Background: an optimization exercise with open tools, aiming at small area and a short achievable clock period. Do not read the settings as production practice. In this exercise RTL edits were held to simulation tests only and were not proved equivalent to the original.

==> 04-27 <==
Design pic_buffer_v2, start of the top module:
module pic_buffer_v2 #(
    parameter DSIZE = 8,
    parameter IMAGE_WIDTH = 256,
    parameter IMAGE_LENGTH= 256,
    parameter BUFFER_SIZE = IMAGE_WIDTH*2+3
) (
    input               clk,
    input               rst_n,
    input               frame_start,
    input               shift,
    input  [DSIZE-1:0]  sr_in,
    output              rng_flag,
    output              sr_pixel_valid,
    output [DSIZE-1:0]  sr_pixel_0, sr_pixel_1, sr_pixel_2,
    output [DSIZE-1:0]  sr_pixel_3, sr_pixel_4, sr_pixel_5,
    output [DSIZE-1:0]  sr_pixel_6, sr_pixel_7, sr_pixel_8
);
localparam W     = IMAGE_WIDTH;
localparam NPOS  = IMAGE_WIDTH*IMAGE_LENGTH;       
localparam PSIZE = $clog2(NPOS);                   
localparam CW    = $clog2(IMAGE_WIDTH);            
localparam RW    = PSIZE - CW;                     
localparam OSIZE = $clog2(IMAGE_WIDTH+2);          
localparam PRE   = IMAGE_WIDTH+1;                  
localparam NS    = 2*W+2;
reg              valid;
reg              rng;
reg [OSIZE-1:0]  oc;           
reg [CW-1:0]     col;          
reg [RW-1:0]     row;
reg              tt, bb, ll, rr;   
reg              bsf;          
wire init  = (oc == PRE);
wire endf  = valid & bb & rr;                       
wire adv   = !frame_start & init & (shift | bsf) & !endf;
wire hold  = valid & !frame_start & !endf & !(shift | bsf);
wire pre   = !frame_start & shift & !init;
wire col_last1 = (col == W-2);
wire row_last1 = (row == {RW{1'b1}} - 1'b1);
wire a_t = valid ? (tt & !rr) : 1'b1;
wire a_b = valid ? (bb | (row_last1 & rr)) : 1'b0;
wire a_l = valid ? rr : 1'b1;
wire a_r = valid ? col_last1 : 1'b0;
always @(posedge clk, negedge rst_n) begin
    if (!rst_n) begin
        valid <= 1'b0;
        oc    <= 'd0;
        rng   <= 1'b0;
        bsf   <= 1'b0;
    end else begin
        rng <= (oc >= W) | (shift & rng);
        if (frame_start)
  ...
==> module pic_buffer_v2, before the edit <==
module pic_buffer_v2 #(
    parameter DSIZE = 8,
    parameter IMAGE_WIDTH = 256,
    parameter IMAGE_LENGTH= 256,
    parameter BUFFER_SIZE = IMAGE_WIDTH*2+3
) (
    input               clk,
    input               rst_n,
    input               frame_start,
    input               shift,
    input  [DSIZE-1:0]  sr_in,
    output              rng_flag,
    output              sr_pixel_valid,
    output [DSIZE-1:0]  sr_pixel_0, sr_pixel_1, sr_pixel_2,
    output [DSIZE-1:0]  sr_pixel_3, sr_pixel_4, sr_pixel_5,
    output [DSIZE-1:0]  sr_pixel_6, sr_pixel_7, sr_pixel_8
);
localparam W     = IMAGE_WIDTH;
localparam NPOS  = IMAGE_WIDTH*IMAGE_LENGTH;       
localparam PSIZE = $clog2(NPOS);                   
localparam CW    = $clog2(IMAGE_WIDTH);            
localparam RW    = PSIZE - CW;                     
localparam OSIZE = $clog2(IMAGE_WIDTH+2);          
localparam PRE   = IMAGE_WIDTH+1;                  
localparam NS    = 2*W+2;
reg              valid;
reg              rng;
reg [OSIZE-1:0]  oc;           
reg [CW-1:0]     col;          
reg [RW-1:0]     row;
reg              tt, bb, ll, rr;   
reg              bsf;          
wire init  = (oc == PRE);
wire endf  = valid & bb & rr;                       
wire adv   = !frame_start & init & (shift | bsf) & !endf;
wire hold  = valid & !frame_start & !endf & !(shift | bsf);
wire pre   = !frame_start & shift & !init;
wire col_last1 = (col == W-2);
wire row_last1 = (row == {RW{1'b1}} - 1'b1);
wire a_t = valid ? (tt & !rr) : 1'b1;
wire a_b = valid ? (bb | (row_last1 & rr)) : 1'b0;
wire a_l = valid ? rr : 1'b1;
wire a_r = valid ? col_last1 : 1'b0;
always @(posedge clk, negedge rst_n) begin
    if (!rst_n) begin
        valid <= 1'b0;
        oc    <= 'd0;
        rng   <= 1'b0;
        bsf   <= 1'b0;
    end else begin
        rng <= (oc >= W) | (shift & rng);
        if (frame_start)
            oc <= 'd0;
        else if (pre)
            oc <= oc + 1'b1;
        if (adv) begin
            valid <= 1'b1;
            bsf   <= valid & (bsf | (row_last1 & (col == W-3)));
        end else if (!hold) begin
            valid <= 1'b0;
            bsf   <= 1'b0;
        end
    end
end
always @(posedge clk) begin
    if (adv) begin
        if (valid) begin
            {row, col} <= {row, col} + 1'b1;
        end else begin
            {row, col} <= 'd0;
        end
        tt <= a_t;
        bb <= a_b;
        ll <= a_l;
        rr <= a_r;
    end
end
wire [DSIZE-1:0] din = shift ? sr_in : {DSIZE{1'b0}};
reg  [DSIZE*NS-1:0] sr;
always @(posedge clk)
    sr <= {sr[DSIZE*(NS-1)-1:0], din};
wire [DSIZE-1:0] n00 = sr[DSIZE*(2*W+1)+DSIZE-1:DSIZE*(2*W+1)], n01 = sr[DSIZE*(2*W)+DSIZE-1:DSIZE*(2*W)], n02 = sr[DSIZE*(2*W-1)+DSIZE-1:DSIZE*(2*W-1)];
wire [DSIZE-1:0] n10 = sr[DSIZE*(W+1)+DSIZE-1:DSIZE*(W+1)],   n11 = sr[DSIZE*(W)+DSIZE-1:DSIZE*(W)],   n12 = sr[DSIZE*(W-1)+DSIZE-1:DSIZE*(W-1)];
wire [DSIZE-1:0] n20 = sr[DSIZE*(1)+DSIZE-1:DSIZE*(1)],     n21 = sr[DSIZE*(0)+DSIZE-1:DSIZE*(0)],   n22 = din;
function [8*DSIZE-1:0] win;
    input t, b, l, r;
    input [DSIZE-1:0] a0, a1, a2, b0, b1, b2, c0, c1, c2;
    reg [DSIZE-1:0] r00, r01, r02, r20, r21, r22;
    begin
        r00 = t ? b0 : a0;  r01 = t ? b1 : a1;  r02 = t ? b2 : a2;
        r20 = b ? b0 : c0;  r21 = b ? b1 : c1;  r22 = b ? b2 : c2;
        win = { l ? r01 : r00, r01, r ? r01 : r02,
                l ? b1  : b0,       r ? b1  : b2,
                l ? r21 : r20, r21, r ? r21 : r22 };
    end
endfunction
wire [8*DSIZE-1:0] wa = win(a_t, a_b, a_l, a_r, n00, n01, n02, n10, n11, n12, n20, n21, n22);
wire [8*DSIZE-1:0] wh = win(tt,  bb,  ll,  rr,  n00, n01, n02, n10, n11, n12, n20, n21, n22);
reg [8*DSIZE-1:0] ow;
always @(posedge clk, negedge rst_n) begin
    if (!rst_n)
        ow <= 'd0;
    else
        ow <= ({8*DSIZE{adv}} & wa) | ({8*DSIZE{hold}} & wh);
end
assign rng_flag       = rng;
assign sr_pixel_valid = valid;
assign {sr_pixel_0, sr_pixel_1, sr_pixel_2, sr_pixel_3,
        sr_pixel_5, sr_pixel_6, sr_pixel_7, sr_pixel_8} = ow;
assign sr_pixel_4 = sr[DSIZE*(W+1)+DSIZE-1:DSIZE*(W+1)];
endmodule
export LEC_CHECK = 0
export CAP_MARGIN = 20
export CORE_MARGIN = 2
export CORE_UTILIZATION = 50
export PLACE_DENSITY = 0.6
export SETUP_SLACK_MARGIN = 2.4
export SLEW_MARGIN = 20
export SYNTH_MEMORY_MAX_BITS = 16384
create_clock -name core_clock -period 4.6 [get_ports {clk}]
run.sh (not shown) runs the stock make flow with config.mk's settings and CLKGATE_MAP_FILE= SYNTH_SCRIPT=/design/flow/synth_recipe.tcl, a recipe that flattens the netlist after the stock synthesis.
==> 01-13 (differences from 04-27) <==
--- a/flow/design.v
+++ b/flow/design.v
@@ -29,17 +29,17 @@
 reg [OSIZE-1:0]  oc;           
-reg [CW-1:0]     col;          
+reg              init;         
+reg              lastf;        
+reg              bsf;          
+reg [CW-1:0]     col;
 reg [RW-1:0]     row;
 reg              tt, bb, ll, rr;   
-reg              bsf;          
-wire init  = (oc == PRE);
-wire endf  = valid & bb & rr;                       
-wire adv   = !frame_start & init & (shift | bsf) & !endf;
-wire hold  = valid & !frame_start & !endf & !(shift | bsf);
-wire pre   = !frame_start & shift & !init;
-wire col_last1 = (col == W-2);
-wire row_last1 = (row == {RW{1'b1}} - 1'b1);
-wire a_t = valid ? (tt & !rr) : 1'b1;
-wire a_b = valid ? (bb | (row_last1 & rr)) : 1'b0;
-wire a_l = valid ? rr : 1'b1;
-wire a_r = valid ? col_last1 : 1'b0;
+reg              at, ab, al, ar;   
+wire adv  = !frame_start & init & (shift | bsf) & !lastf;
+wire hold = valid & !frame_start & !lastf & !(shift | bsf);
+wire pre  = !frame_start & shift & !init;
+wire row_top  = (row == {RW{1'b0}});
+wire row_m1   = (row == {RW{1'b1}} - 1'b1);
+wire row_last = (row == {RW{1'b1}});
+wire col_m1   = (col[CW-1:1] == {(CW-1){1'b1}});      
+wire col_m3   = (col == W-3);
 always @(posedge clk, negedge rst_n) begin
@@ -48,13 +48,19 @@
         oc    <= 'd0;
+        init  <= 1'b0;
         rng   <= 1'b0;
         bsf   <= 1'b0;
+        lastf <= 1'b0;
     end else begin
-        rng <= (oc >= W) | (shift & rng);
-        if (frame_start)
-            oc <= 'd0;
-        else if (pre)
-            oc <= oc + 1'b1;
+        rng <= oc[OSIZE-1] | (shift & rng);
+        if (frame_start) begin
+            oc   <= 'd0;
+            init <= 1'b0;
+        end else if (pre) begin
+            oc   <= oc + 1'b1;
+            init <= (oc == PRE-1);
+        end
         if (adv) begin
             valid <= 1'b1;
-            bsf   <= valid & (bsf | (row_last1 & (col == W-3)));
+            bsf   <= valid & (bsf | (row_m1 & col_m3));
+            lastf <= ab & ar;
         end else if (!hold) begin
@@ -62,2 +68,3 @@
             bsf   <= 1'b0;
+            lastf <= 1'b0;
         end
@@ -67,11 +74,20 @@
     if (adv) begin
+        if (valid)
+            {row, col} <= {row, col} + 1'b1;
+        else
+            {row, col} <= 'd0;
+        {tt, bb, ll, rr} <= {at, ab, al, ar};
         if (valid) begin
-            {row, col} <= {row, col} + 1'b1;
+            at <= row_top & !col_m1;
+            ab <= row_last | (row_m1 & col_m1);
+            al <= ar;
+            ar <= col_m3;
         end else begin
-            {row, col} <= 'd0;
+            at <= 1'b1;
+            ab <= 1'b0;
+            al <= 1'b0;
+            ar <= 1'b0;
         end
-        tt <= a_t;
-        bb <= a_b;
-        ll <= a_l;
-        rr <= a_r;
+    end else if (!hold) begin
+        {at, ab, al, ar} <= 4'b1010;
     end
@@ -97,4 +113,8 @@
 endfunction
-wire [8*DSIZE-1:0] wa = win(a_t, a_b, a_l, a_r, n00, n01, n02, n10, n11, n12, n20, n21, n22);
-wire [8*DSIZE-1:0] wh = win(tt,  bb,  ll,  rr,  n00, n01, n02, n10, n11, n12, n20, n21, n22);
+wire nv = adv | hold;
+wire nt = adv ? at : tt;
+wire nb = adv ? ab : bb;
+wire nl = adv ? al : ll;
+wire nr = adv ? ar : rr;
+wire [8*DSIZE-1:0] wn = win(nt, nb, nl, nr, n00, n01, n02, n10, n11, n12, n20, n21, n22);
 reg [8*DSIZE-1:0] ow;
@@ -104,3 +124,3 @@
     else
-        ow <= ({8*DSIZE{adv}} & wa) | ({8*DSIZE{hold}} & wh);
+        ow <= {8*DSIZE{nv}} & wn;
 end
CORE_UTILIZATION = 60   (was 50)
CTS_CLUSTER_DIAMETER = 60   (was default)
CTS_CLUSTER_SIZE = 24   (was default)
PLACE_DENSITY = 0.7   (was 0.6)
TNS_END_PERCENT = 5   (was default)
==> results.toml <==
[status]
status = "no timing/DRC/antenna violations"

[drt]
met3WireLength_um = 4200
wl_per_cell_um = 13.3

[cells_and_area]
seqCellArea_mm2 = 0.0850
clock_buffers = 217
syn_to_final_growth_pct = 10.0
buffers = 106

[synthesis]
synthTopCellsByArea = "dfxtp_1 (95%), dfrtp_1 (2.2%), edfxtp_1 (0.69%), mux2i_1 (0.52%), o22ai_1 (0.23%)"
syn_area_mm2 = 0.0870

[global_route]
antenna_found_initial = 5

[placement]
numPlacedInstances = 6492
-- figures above: 01-13

==> results.toml <==
[drt]
wl_per_cell_um = 14.1
met3WireLength_um = 5620
drc = 0

[cells_and_area]
clock_buffers = 551
syn_to_final_growth_pct = 19.1
multi_input_area_share_pct = 2.99
buffers = 138
seqCellArea_mm2 = 0.0849

[synthesis]
syn_area_mm2 = 0.0882
synthAdderAreaFrac_pct = 0.0851

[setup_path]
critPathLaunchType = "flip-flop"

[cts]
cts.repair.resized = 403

[die]
num_rows = 154

[status]
status = "no timing/DRC/antenna violations"

[placement]
numPlacedInstances = 6996
-- figures above: 04-27

separate check: timing with driven ports:
Ports are ideal in the flow. The routed layouts listed here were re-timed in OpenROAD.
Step 1: set_driving_cell puts a clkbuf_16 on clk and a buf_2 on each other input, an assumption about the parent block.
Step 2 moves the port delays by t, midway between the first and last clock arrival at a register: inputs arrive t later, outputs are due t later. That takes back most of the time a late clock gives input paths.
Slacks: ideal ports / drivers / drivers and shift; pairs: ideal ports / drivers.
| run | t, ns | slack for setup (ns) | worst hold slack (ns) | latest minus earliest clock arrival (ns) | pins driven straight from the clock port |
|---|---|---|---|---|---|
| 04-27 | 0.976 | 2.145 / 2.074 / 1.323 | 0.073 / 0.026 / 0.282 | 0.066 / 0.066 | 1 |
| 01-13 | 0.867 | 2.243 / 2.172 / 1.395 | 0.159 / 0.129 / 0.307 | 0.030 / 0.030 | 1 |
After both steps setup and hold are still met in every run listed. The setup slack of 01-13, which loses most, moves by -0.071 ns with the drivers and by -0.848 ns with both steps.
